Source: an optimization exercise on an open RTL-to-GDS flow (aim: small area and a short achievable clock period). Production flows keep margins and buffers that such runs may drop.
RTL that was checked went through simulation tests only; none was proved equivalent to the original.
Power and IR drop assume default switching activity.

Setup of old:
==> module mcu_single_cycle, before the edit <==
module mcu_single_cycle(clk, nClear, instr_in, pc_out, write_back_data);
	input clk, nClear;
	input [15:0] instr_in;
	output [15:0] pc_out;
	output [15:0] write_back_data;
	wire [3:0] op = instr_in[15:12];
	wire [3:0] fa = instr_in[11:8];
	wire [3:0] fb = instr_in[7:4];
	wire [3:0] fc = instr_in[3:0];
	wire [15:0] imm = {{12{fc[3]}}, fc};
	wire is_and  = (op == 4'h0);
	wire is_or   = (op == 4'h1);
	wire is_add  = (op == 4'h2);
	wire is_addi = (op == 4'h3);
	wire is_sub  = (op == 4'h6);
	wire is_slt  = (op == 4'h7);
	wire is_lw   = (op == 4'h8);
	wire is_sw   = (op == 4'hA);
	wire is_bne  = (op == 4'hE);
	wire is_jmp  = (op == 4'hF);
	wire reg_write = is_and | is_or | is_add | is_addi | is_sub | is_slt | is_lw;
	wire [3:0] dst = (is_addi | is_lw) ? fb : fc;
	reg [15:0] rf [0:15];
	reg [15:0] valid;
	wire [15:0] sel_a = valid & (16'd1 << fa);
	wire [15:0] sel_b = valid & (16'd1 << fb);
	reg [15:0] ra, rb;
	integer i;
	always @(*) begin
		ra = 16'd0;
		rb = 16'd0;
		for (i = 0; i < 16; i = i + 1) begin
			ra = ra | ({16{sel_a[i]}} & rf[i]);
			rb = rb | ({16{sel_b[i]}} & rf[i]);
		end
	end
	reg [15:0] dm [0:15];
	reg [15:0] sel_m;
	reg [3:0] t;
	integer j;
	reg [3:0] m_lo;
	reg [3:0] m_hi0, m_hi1;
	reg [1:0] d;
	always @(*) begin
		for (j = 0; j < 4; j = j + 1) begin
			d = j[1:0] - fc[1:0];
			m_lo[j] = (ra[1:0] == d);
			d = j[1:0] - fc[3:2];
			m_hi0[j] = (ra[3:2] == d);
			d = j[1:0] - fc[3:2] - 2'd1;
			m_hi1[j] = (ra[3:2] == d);
		end
		for (j = 0; j < 16; j = j + 1)
			sel_m[j] = m_lo[j % 4] & ((j % 4 < fc[1:0]) ? m_hi1[j / 4] : m_hi0[j / 4]);
	end
	reg [15:0] mdata;
	always @(*) begin
		mdata = 16'd0;
		for (j = 0; j < 16; j = j + 1)
			mdata = mdata | ({16{sel_m[j]}} & dm[j]);
	end
	wire sub = is_sub | is_slt;
	wire [15:0] opb = is_addi ? imm : (sub ? ~rb : rb);
	wire [15:0] sum = ra + opb + {15'd0, sub};
	wire [15:0] wb = ({16{is_lw}} & mdata)
	               | ({16{is_and}} & (ra & rb))
	               | ({16{is_or}} & (ra | rb))
	               | ({16{is_slt}} & {15'd0, sum[15]})
	               | ({16{is_add | is_addi | is_sub}} & sum);
	assign write_back_data = wb;
	reg [15:0] pc;
	assign pc_out = pc;
	wire taken = is_bne & (ra != rb);
	wire [4:0] k = taken ? ({fc[3], fc} + 5'd1) : 5'd1;
	wire [5:0] lo = {1'b0, pc[4:0]} + {1'b0, k};
	wire up = lo[5] & ~k[4];
	wire down = ~lo[5] & k[4];
	reg [10:0] ones, zeros;
	integer h;
	always @(*) begin
		ones[0] = 1'b1;
		zeros[0] = 1'b1;
		for (h = 1; h < 11; h = h + 1) begin
			ones[h] = ones[h-1] & pc[4+h];
			zeros[h] = zeros[h-1] & ~pc[4+h];
		end
	end
	wire [10:0] hi = pc[15:5] ^ (({11{up}} & ones) | ({11{down}} & zeros));
	wire [15:0] pc_add = {hi, lo[4:0]};
	wire [15:0] pc_next = is_jmp ? {pc_add[15:12], instr_in[11:0]} : pc_add;
	always @(posedge clk or negedge nClear)
		if (!nClear) pc <= 16'd0;
		else pc <= pc_next;
	always @(posedge clk or negedge nClear)
		if (!nClear) valid <= 16'd0;
		else if (reg_write) valid[dst] <= 1'b1;
	always @(posedge clk)
		if (reg_write) rf[dst] <= wb;
	integer w;
	always @(posedge clk)
		for (w = 0; w < 16; w = w + 1)
			if (is_sw & sel_m[w]) dm[w] <= rb;
endmodule
clock: 16.0 ns
lec_check: 0
cap_margin: 20
core_margin: 2
core_utilization: 70
place_density: 0.8
setup_slack_margin: 5
slew_margin: 20
tns_end_percent: 0
standard.sh (not shown) runs the stock make flow with config.mk's settings and CLKGATE_MAP_FILE= SYNTH_SCRIPT=/design/flow/synth_recipe.tcl, a recipe that flattens the netlist after the stock synthesis.
==> flow/flow/run.sh <==
#!/bin/bash
# The standard layout (standard.sh), with these changes:
# - clock tree: small clock buffers, no dummy clock loads
# - port buffers: a plain buffer cell, which the repair steps can resize
# Everything make prints goes to flow.log; ORFS keeps each step's own log under orfs/logs.
here=$PWD
bash standard.sh \
  "CTS_ARGS=-sink_clustering_enable -repair_clock_nets -dont_use_dummy_load -sink_clustering_size 18 -sink_clustering_max_diameter 60 -buf_list {sky130_fd_sc_hd__clkbuf_4 sky130_fd_sc_hd__clkbuf_8}" \
  "BUFFER_PORTS_ARGS=-buffer_cell sky130_fd_sc_hd__buf_2" \
  finish > flow.log 2>&1
Inputs modified between old and new:
--- a/flow/design.v
+++ b/flow/design.v
@@ -38,23 +38,13 @@
 	reg [15:0] dm [0:15];
 	reg [15:0] sel_m;
 	reg [3:0] t;
 	integer j;
-	reg [3:0] m_lo;
-	reg [3:0] m_hi0, m_hi1;
-	reg [1:0] d;
-	always @(*) begin
-		for (j = 0; j < 4; j = j + 1) begin
-			d = j[1:0] - fc[1:0];
-			m_lo[j] = (ra[1:0] == d);
-			d = j[1:0] - fc[3:2];
-			m_hi0[j] = (ra[3:2] == d);
-			d = j[1:0] - fc[3:2] - 2'd1;
-			m_hi1[j] = (ra[3:2] == d);
+	always @(*)
+		for (j = 0; j < 16; j = j + 1) begin
+			t = j[3:0] - fc;
+			sel_m[j] = (ra[3:0] == t);
 		end
-		for (j = 0; j < 16; j = j + 1)
-			sel_m[j] = m_lo[j % 4] & ((j % 4 < fc[1:0]) ? m_hi1[j / 4] : m_hi0[j / 4]);
-	end
 	reg [15:0] mdata;
 	always @(*) begin
 		mdata = 16'd0;
 		for (j = 0; j < 16; j = j + 1)
@@ -73,21 +63,11 @@
 	assign pc_out = pc;
 	wire taken = is_bne & (ra != rb);
 	wire [4:0] k = taken ? ({fc[3], fc} + 5'd1) : 5'd1;
 	wire [5:0] lo = {1'b0, pc[4:0]} + {1'b0, k};
-	wire up = lo[5] & ~k[4];
-	wire down = ~lo[5] & k[4];
-	reg [10:0] ones, zeros;
-	integer h;
-	always @(*) begin
-		ones[0] = 1'b1;
-		zeros[0] = 1'b1;
-		for (h = 1; h < 11; h = h + 1) begin
-			ones[h] = ones[h-1] & pc[4+h];
-			zeros[h] = zeros[h-1] & ~pc[4+h];
-		end
-	end
-	wire [10:0] hi = pc[15:5] ^ (({11{up}} & ones) | ({11{down}} & zeros));
+	wire [10:0] hi_inc = pc[15:5] + 11'd1;
+	wire [10:0] hi_dec = pc[15:5] - 11'd1;
+	wire [10:0] hi = (lo[5] & ~k[4]) ? hi_inc : ((~lo[5] & k[4]) ? hi_dec : pc[15:5]);
 	wire [15:0] pc_add = {hi, lo[4:0]};
 	wire [15:0] pc_next = is_jmp ? {pc_add[15:12], instr_in[11:0]} : pc_add;
 	always @(posedge clk or negedge nClear)
 		if (!nClear) pc <= 16'd0;
==> comparison <==
- The higher non-clock buffer count of old and new is in old.
- new against old; switching component of the power is up by a few percent.
- Summary — via count of the first global-routing pass, new relative to old: higher, by 146.
- Changes observed in new relative to old: critical path depth decreased by 6 relative to the old numbers; clock buffer instance count of the final layout went up 1.
- new ended up with a higher area after synthesis than old did.
- Arrival time at the worst endpoint for new is lower than for old.
- From new to old, hold buffer count at cts did not move at all.
- Taking old as the reference, in new largest fanout on the critical path rose by 1, fraction of area in registers went down by 0.24 points, proportion of total power due to net switching did not really move, synthesized netlist cell count shows an increase of about 0.55%.
The RTL of old was laid out without a check of its function.

## static timing again, ports no longer ideal
No port has a modelled driver above. Below, the same layouts with a new extraction and two added sets of constraints.
Step 1 sets driving cells, clkbuf_16 on the clock port and buf_2 on the other inputs (assumed; they add their load-dependent delay and slew).
Step 2 moves the port delays by t, midway between the first and last clock arrival at a register: inputs arrive t later, outputs are due t later. That takes back most of the time a late clock gives input paths.
Three values: ideal, step 1, step 2; two values: the first two.
run | t (ns) | setup WS [ns] | worst hold slack (ns) | worst setup path at the end | worst data-port slew with drivers (ns)
old | 0.667 | 4.929 / 4.903 / 4.903 | 0.467 / 0.467 / 0.467 | input to output | 0.06
new | 0.689 | 5.084 / 5.063 / 5.063 | 0.467 / 0.467 / 0.467 | input to output | 0.03
After both steps every run listed still meets setup and hold. For old, which loses most, drivers alone change the setup slack by -0.026 ns; drivers and shift together by -0.026 ns.
